This is an optimization exercise on Yosys and OpenROAD, whose aim is small area, not a production implementation.
In this exercise RTL edits were held to simulation tests only and were not proved equivalent to the original.
No driver is modelled on the clock port, so clocking that relies on it looks cheaper here than on a real chip.
No activity file was given, so power comes from the tool's default toggle rates.

Setup of build 37:
Design audio_top, start of the top module:
module audio_top
	#(parameter RESOLUTION = 24, ECHO_DEPTH = 128)
(
	input MCLK,
	input reset,
	input GPIO3,
	input [9:0] SW,
	output GPIO1, GPIO2, GPIO4,
	output [9:0] LEDR
	);
For scale: about 6,600 cells after synthesis, ~5,800 flip-flops.
==> flow/config.mk <==
export PLATFORM = sky130hd
export DESIGN_NAME = audio_top
export DESIGN_NICKNAME = audio_top
export VERILOG_FILES = /design/flow/design.v
export SDC_FILE = /design/flow/constraint.sdc
export NUM_CORES = 8
export LEC_CHECK = 0
export CAP_MARGIN = 20
export CORE_MARGIN = 2
export CORE_UTILIZATION = 50
export SLEW_MARGIN = 20
==> flow/constraint.sdc <==
create_clock -name core_clock -period 40.0 [get_ports {MCLK}]
set_input_delay 8.0000 -clock core_clock [delete_from_list [all_inputs] [get_ports {MCLK}]]
set_output_delay 8.0000 -clock core_clock [all_outputs]
set_load 0.01 [all_outputs]
standard.sh (not shown) runs the stock make flow with config.mk's settings and CLKGATE_MAP_FILE= SYNTH_SCRIPT=/design/flow/synth_recipe.tcl, a recipe that flattens the netlist after the stock synthesis.
==> flow/flow/run.sh <==
#!/bin/bash
# Own layout flow: the standard flow with three changes.
# 1. Synthesis: the standard flow's synthesis script unchanged, except that the final ABC
#    technology mapping uses flow/abc_area.script (area-oriented amap) and the
#    adders are not pre-mapped to half/full-adder cells (ADDER_MAP_FILE empty),
#    so ABC maps them too. Registers are untouched by either.
# 2. Port buffers are buf_1.
# 3. Clock tree: TritonCTS without dummy loads, clkbuf_4 leaf clusters, then
#    flow/leafsize.tcl gives each leaf clock buffer the smallest size that
#    keeps the slew at its flip-flop clock pins at or below LEAF_SLEW_TARGET.
set -euo pipefail
here=$(pwd)
{
  echo 'proc abc {args} {'
  echo '  set i [lsearch -exact $args -script]'
  echo "  if {\$i >= 0} { lset args [expr {\$i + 1}] $here/flow/abc_area.script }"
  echo '  yosys abc {*}$args'
  echo '}'
  cat synth_recipe.tcl
} > synth_area.tcl
make -C "$FLOW_HOME" DESIGN_CONFIG="$here/config.mk" WORK_HOME="$here/orfs" CLKGATE_MAP_FILE= ADDER_MAP_FILE= SYNTH_SCRIPT="$here/synth_area.tcl" synth > synth.log 2>&1
export BUFFER_PORTS_ARGS="-buffer_cell sky130_fd_sc_hd__buf_1"
export CTS_ARGS="-sink_clustering_enable -repair_clock_nets -dont_use_dummy_load -buf_list sky130_fd_sc_hd__clkbuf_4 -sink_clustering_size 12 -sink_clustering_max_diameter 40"
export POST_CTS_TCL="$here/flow/leafsize.tcl"
export LEAF_SLEW_TARGET=0.124
bash standard.sh > standard.log 2>&1
==> flow/flow/leafsize.tcl <==
# Resize each leaf clock buffer (one that drives flip-flop clock pins) to the
# smallest clkbuf that keeps the slew at its flip-flop clock pins at or below
# LEAF_SLEW_TARGET (ns), then legalise the placement again.
proc leaf_worst_slew {pins} {
  set w 0.0
  foreach p $pins {
    foreach a {min max} { foreach e {rise fall} {
      set s [get_property $p slew_${a}_$e]
      if {$s > $w} { set w $s }
    }}
  }
  return $w
}
set target $::env(LEAF_SLEW_TARGET)
set sizes {sky130_fd_sc_hd__clkbuf_2 sky130_fd_sc_hd__clkbuf_4 sky130_fd_sc_hd__clkbuf_8 sky130_fd_sc_hd__clkbuf_16}
estimate_parasitics -placement
set nleaf 0
set changed 0
foreach inst [[ord::get_db_block] getInsts] {
  set m [[$inst getMaster] getName]
  if {![string match sky130_fd_sc_hd__clkbuf_* $m]} continue
  set onet [[$inst findITerm X] getNet]
  if {$onet eq "NULL"} continue
  set pins {}
  set leaf 1
  foreach it [$onet getITerms] {
    if {![$it isInputSignal] && ![$it isClocked]} { if {[$it getInst] eq $inst} continue }
    if {[$it getInst] eq $inst} continue
    set mt [$it getMTerm]
    if {[$mt getName] ne "CLK"} { set leaf 0; break }
    lappend pins [get_pins [[$it getInst] getName]/CLK]
  }
  if {!$leaf || [llength $pins] == 0} continue
  incr nleaf
  set name [$inst getName]
  set chosen $m
  foreach sz $sizes {
    replace_cell [get_cells $name] $sz
    if {[leaf_worst_slew $pins] <= $target} { set chosen $sz; break }
    set chosen $sz
  }
  if {$chosen ne $m} { incr changed }
}
puts "leafsize: $nleaf leaf buffers, $changed resized"
detailed_placement
check_placement -verbose
Other scripts of this flow, unchanged in this note and not shown: flow/flow/abc_area.script
The following lists how build 83 was set up differently from build 37:
- a change of CORE_UTILIZATION from 50 to 40
diff --git a/flow/flow/run.sh b/flow/flow/run.sh
--- a/flow/flow/run.sh
+++ b/flow/flow/run.sh
@@ -23,4 +23,4 @@
 export CTS_ARGS="-sink_clustering_enable -repair_clock_nets -dont_use_dummy_load -buf_list sky130_fd_sc_hd__clkbuf_4 -sink_clustering_size 12 -sink_clustering_max_diameter 40"
 export POST_CTS_TCL="$here/flow/leafsize.tcl"
-export LEAF_SLEW_TARGET=0.124
+export LEAF_SLEW_TARGET=0.128
 bash standard.sh > standard.log 2>&1
Notes after the runs:
- Note that the met1 layer wirelength in the final routing recorded for build 37 amounts to 0.943 times the value seen in build 83.
- From build 37 to build 83 the numbers moved as follows: relative contribution of the clock network to total power shows no meaningful change, buffer count excluding the clock tree in the final layout shows an increase of about 3%, via count shows no meaningful change, relative area change from synthesis to final layout shows an increase of 0.76 points.
- In the reports for build 37 and build 83, the larger final critical delay including setup and external delays belongs to build 37.
- | worst stage delay on the critical path | build 37 vs build 83 | ≈ equal |
- As far as final layout net count is concerned, build 83 and build 37 perform about the same.
- As far as clock network area share is concerned, build 83 and build 37 perform about the same.
Inputs modified between build 83 and build 86:
- an added GPL_ROUTABILITY_DRIVEN of 0
diff --git a/flow/flow/run.sh b/flow/flow/run.sh
--- a/flow/flow/run.sh
+++ b/flow/flow/run.sh
@@ -23,4 +23,4 @@
 export CTS_ARGS="-sink_clustering_enable -repair_clock_nets -dont_use_dummy_load -buf_list sky130_fd_sc_hd__clkbuf_4 -sink_clustering_size 12 -sink_clustering_max_diameter 40"
 export POST_CTS_TCL="$here/flow/leafsize.tcl"
-export LEAF_SLEW_TARGET=0.128
+export LEAF_SLEW_TARGET=0.124
 bash standard.sh > standard.log 2>&1
==> comparison <==
Build 86 ended up with fewer standard cells than build 83. In terms of total count of hold-check failures in the final report, build 86 and build 83 differ only marginally. Diff build 83 -> build 86: via count did not really move, clock-pin slew on the worst setup and hold paths did not really move.

* * *

Setup of build 43:
audio_top again, from the RTL that the note above started with.
export LEC_CHECK = 0
export CAP_MARGIN = 0
export CORE_MARGIN = 2
export CORE_UTILIZATION = 40
export SLEW_MARGIN = 0
create_clock -name core_clock -period 40.0 [get_ports {MCLK}]
==> flow/flow/run.sh <==
#!/bin/bash
# Own layout flow: the standard flow with three changes.
# 1. Synthesis: the standard flow's synthesis script unchanged, except that the final ABC
#    technology mapping uses flow/abc_area.script (area-oriented amap) and the
#    adders are not pre-mapped to half/full-adder cells (ADDER_MAP_FILE empty),
#    so ABC maps them too. Registers are untouched by either.
# 2. Port buffers are buf_1.
# 3. Clock tree: TritonCTS without dummy loads, clkbuf_4 leaf clusters, then
#    flow/leafsize.tcl gives each leaf clock buffer the smallest size that
#    keeps the slew at its flip-flop clock pins at or below LEAF_SLEW_TARGET.
set -euo pipefail
here=$(pwd)
{
  echo 'proc abc {args} {'
  echo '  set i [lsearch -exact $args -script]'
  echo "  if {\$i >= 0} { lset args [expr {\$i + 1}] $here/flow/abc_area.script }"
  echo '  yosys abc {*}$args'
  echo '}'
  cat synth_recipe.tcl
} > synth_area.tcl
make -C "$FLOW_HOME" DESIGN_CONFIG="$here/config.mk" WORK_HOME="$here/orfs" CLKGATE_MAP_FILE= ADDER_MAP_FILE= SYNTH_SCRIPT="$here/synth_area.tcl" synth > synth.log 2>&1
export BUFFER_PORTS_ARGS="-buffer_cell sky130_fd_sc_hd__buf_1"
export CTS_ARGS="-sink_clustering_enable -repair_clock_nets -dont_use_dummy_load -buf_list sky130_fd_sc_hd__clkbuf_4 -sink_clustering_size 12 -sink_clustering_max_diameter 40"
export POST_CTS_TCL="$here/flow/leafsize.tcl"
export LEAF_SLEW_TARGET=0.124
bash standard.sh > standard.log 2>&1
==> flow/flow/abc_area.script <==
strash
dc2
dch -f
amap
topo
Scripts as last shown in full above: flow/flow/leafsize.tcl
Build 43 | stages: all done | timing, DRC, antenna: all pass
Input changes introduced in build 8 (baseline for comparison: build 43):
==> flow/flow/run.sh <==
#!/bin/bash
# The standard layout, except for the clock tree: TritonCTS builds it without
# dummy loads and with the sink clusters below, then flow/leafsize.tcl gives
# each leaf clock buffer the smallest size that keeps the slew at its
# flip-flop clock pins at or below LEAF_SLEW_TARGET.
set -euo pipefail
export CTS_ARGS="-sink_clustering_enable -repair_clock_nets -dont_use_dummy_load -buf_list sky130_fd_sc_hd__clkbuf_4 -sink_clustering_size 12 -sink_clustering_max_diameter 40"
export POST_CTS_TCL="$(pwd)/flow/leafsize.tcl"
export LEAF_SLEW_TARGET=0.115
export BUFFER_PORTS_ARGS="-buffer_cell sky130_fd_sc_hd__buf_1"
bash standard.sh > standard.log 2>&1
--- a/flow/config.mk
+++ b/flow/config.mk
@@ -7,5 +7,6 @@
 export LEC_CHECK = 0
-export CAP_MARGIN = 0
+export CAP_MARGIN = 20
 export CORE_MARGIN = 2
 export CORE_UTILIZATION = 40
-export SLEW_MARGIN = 0
+export PLACE_DENSITY = 0.8
+export SLEW_MARGIN = 20
removed: flow/flow/abc_area.script
==> comparison <==
- Compared to build 43, build 8 has clock latency on the worst-skew pair 0.13 ns lower.
- Of the two values seen for dominant combinational cell family by area after synthesis, compound AO/OA/AOI/OAI gates was produced by build 8 and simple AND/OR/NAND/NOR gates by build 43.
- Of the two values seen for critical path capture point, eL1.data_out[23]$_DFF_P_ was produced by build 43 and eR1.data_out[23]$_DFF_P_ by build 8.
- Summary of build 8 over build 43: final area +about 1%, net count reported at finish -35.
- Of the two values seen for slowest cell on the critical path, sky130_fd_sc_hd__a221oi_1 was produced by build 8 and sky130_fd_sc_hd__buf_4 by build 43.
The following lists how build 15 was set up differently from build 8:
--- a/flow/flow/run.sh
+++ b/flow/flow/run.sh
@@ -8,3 +8,3 @@
 export POST_CTS_TCL="$(pwd)/flow/leafsize.tcl"
-export LEAF_SLEW_TARGET=0.115
+export LEAF_SLEW_TARGET=0.12
 export BUFFER_PORTS_ARGS="-buffer_cell sky130_fd_sc_hd__buf_1"
[summary]
Result for build 8 and build 15: all clean
Global router's overall resource usage: build 8 vs build 15, no meaningful difference
Build 8 has a higher first-pass GRT wire length than build 15.
Of build 8 and build 15, build 15 shows the lower worst setup skew after layout, with build 8 above it.
Diff build 8 -> build 15: overall power of the completed layout now sits lower; non-clock buffer count now sits at about the same level; post-route standard cell area excluding fillers now sits at about the same level; net switching power now sits lower; post-layout worst setup margin now sits higher.
The inputs of build 62 differ from those of build 15 as listed below.
==> flow/flow/run.sh <==
#!/bin/bash
# Own layout flow: the standard flow with three changes.
# 1. Synthesis: the standard flow's synthesis script unchanged, except that the final ABC
#    technology mapping uses flow/abc_area.script (area-oriented amap) and the
#    adders are not pre-mapped to half/full-adder cells (ADDER_MAP_FILE empty),
#    so ABC maps them too. Registers are untouched by either.
# 2. Port buffers are buf_1.
# 3. Clock tree: TritonCTS without dummy loads, clkbuf_4 leaf clusters, then
#    flow/leafsize.tcl gives each leaf clock buffer the smallest size that
#    keeps the slew at its flip-flop clock pins at or below LEAF_SLEW_TARGET.
set -euo pipefail
here=$(pwd)
{
  echo 'proc abc {args} {'
  echo '  set i [lsearch -exact $args -script]'
  echo "  if {\$i >= 0} { lset args [expr {\$i + 1}] $here/flow/abc_area.script }"
  echo '  yosys abc {*}$args'
  echo '}'
  cat synth_recipe.tcl
} > synth_area.tcl
make -C "$FLOW_HOME" DESIGN_CONFIG="$here/config.mk" WORK_HOME="$here/orfs" CLKGATE_MAP_FILE= SYNTH_SCRIPT="$here/synth_area.tcl" synth > synth.log 2>&1
export BUFFER_PORTS_ARGS="-buffer_cell sky130_fd_sc_hd__buf_1"
export CTS_ARGS="-sink_clustering_enable -repair_clock_nets -dont_use_dummy_load -buf_list sky130_fd_sc_hd__clkbuf_4 -sink_clustering_size 12 -sink_clustering_max_diameter 40"
export POST_CTS_TCL="$here/flow/leafsize.tcl"
export LEAF_SLEW_TARGET=0.12
bash standard.sh > standard.log 2>&1
==> flow/flow/abc_area.script (new file) <==
strash
dc2
dch -f
amap
topo
--- a/flow/config.mk
+++ b/flow/config.mk
@@ -10,3 +10,2 @@
 export CORE_UTILIZATION = 40
-export PLACE_DENSITY = 0.8
 export SLEW_MARGIN = 20
- On portion of total power attributed to combinational logic, build 62 tracks build 15 almost exactly.
- Build 62 vs build 15: combined area of the multi-input logic cells down by more than 10%
- [compare] base=build 15 new=build 62: count of inverters not on the clock network in the layout increased about 360%; largest stage delay on the critical path down 0.19 ns; fraction of area in registers grew by 0.49 points; proportion of synthesized area in mux cells has decreased.
- The run with more setup slack is build 15; build 62 has less.
- Synthesized-area fraction occupied by ao, oa, aoi and oai cells: lower on build 15

[afterwards: timing with drivers on the ports]
How much do the figures lean on ideal ports? The routed layouts below were timed once more, with nothing changed but the port constraints.
Step 1 assumes that a clkbuf_16 drives the clock port and a buf_2 every other input.
Step 2 times the ports against the registers' clock, not the clock port: input delays grow and output delays shrink by t, the midpoint of the rising clock arrivals with the driver on.
Three values: ideal, step 1, step 2; two values: the first two.
run | shift t [ns] | setup slack, ns | worst setup path after step 2 | clock arrival spread, ns | worst data-port slew with drivers (ns)
build 37 | 1.350 | 27.769 / 27.693 / 26.343 | input to register | 0.208 / 0.208 | 0.17
build 83 | 1.415 | 27.856 / 27.830 / 26.415 | input to register | 0.202 / 0.202 | 0.12
build 86 | 1.259 | 27.733 / 27.705 / 26.446 | input to register | 0.176 / 0.176 | 0.27
build 43 | 1.415 | 27.862 / 27.837 / 26.422 | input to register | 0.202 / 0.202 | 0.12
build 8 | 1.298 | 29.041 / 29.090 / 27.792 | input to register | 0.214 / 0.213 | 0.05
build 15 | 1.291 | 29.046 / 29.096 / 27.805 | input to register | 0.201 / 0.200 | 0.05
build 62 | 1.396 | 27.991 / 27.976 / 26.580 | input to register | 0.323 / 0.322 | 0.20
After both steps setup and hold are still met in every run listed. For build 83, which loses most, drivers alone change the setup slack by -0.026 ns; drivers and shift together by -1.441 ns.
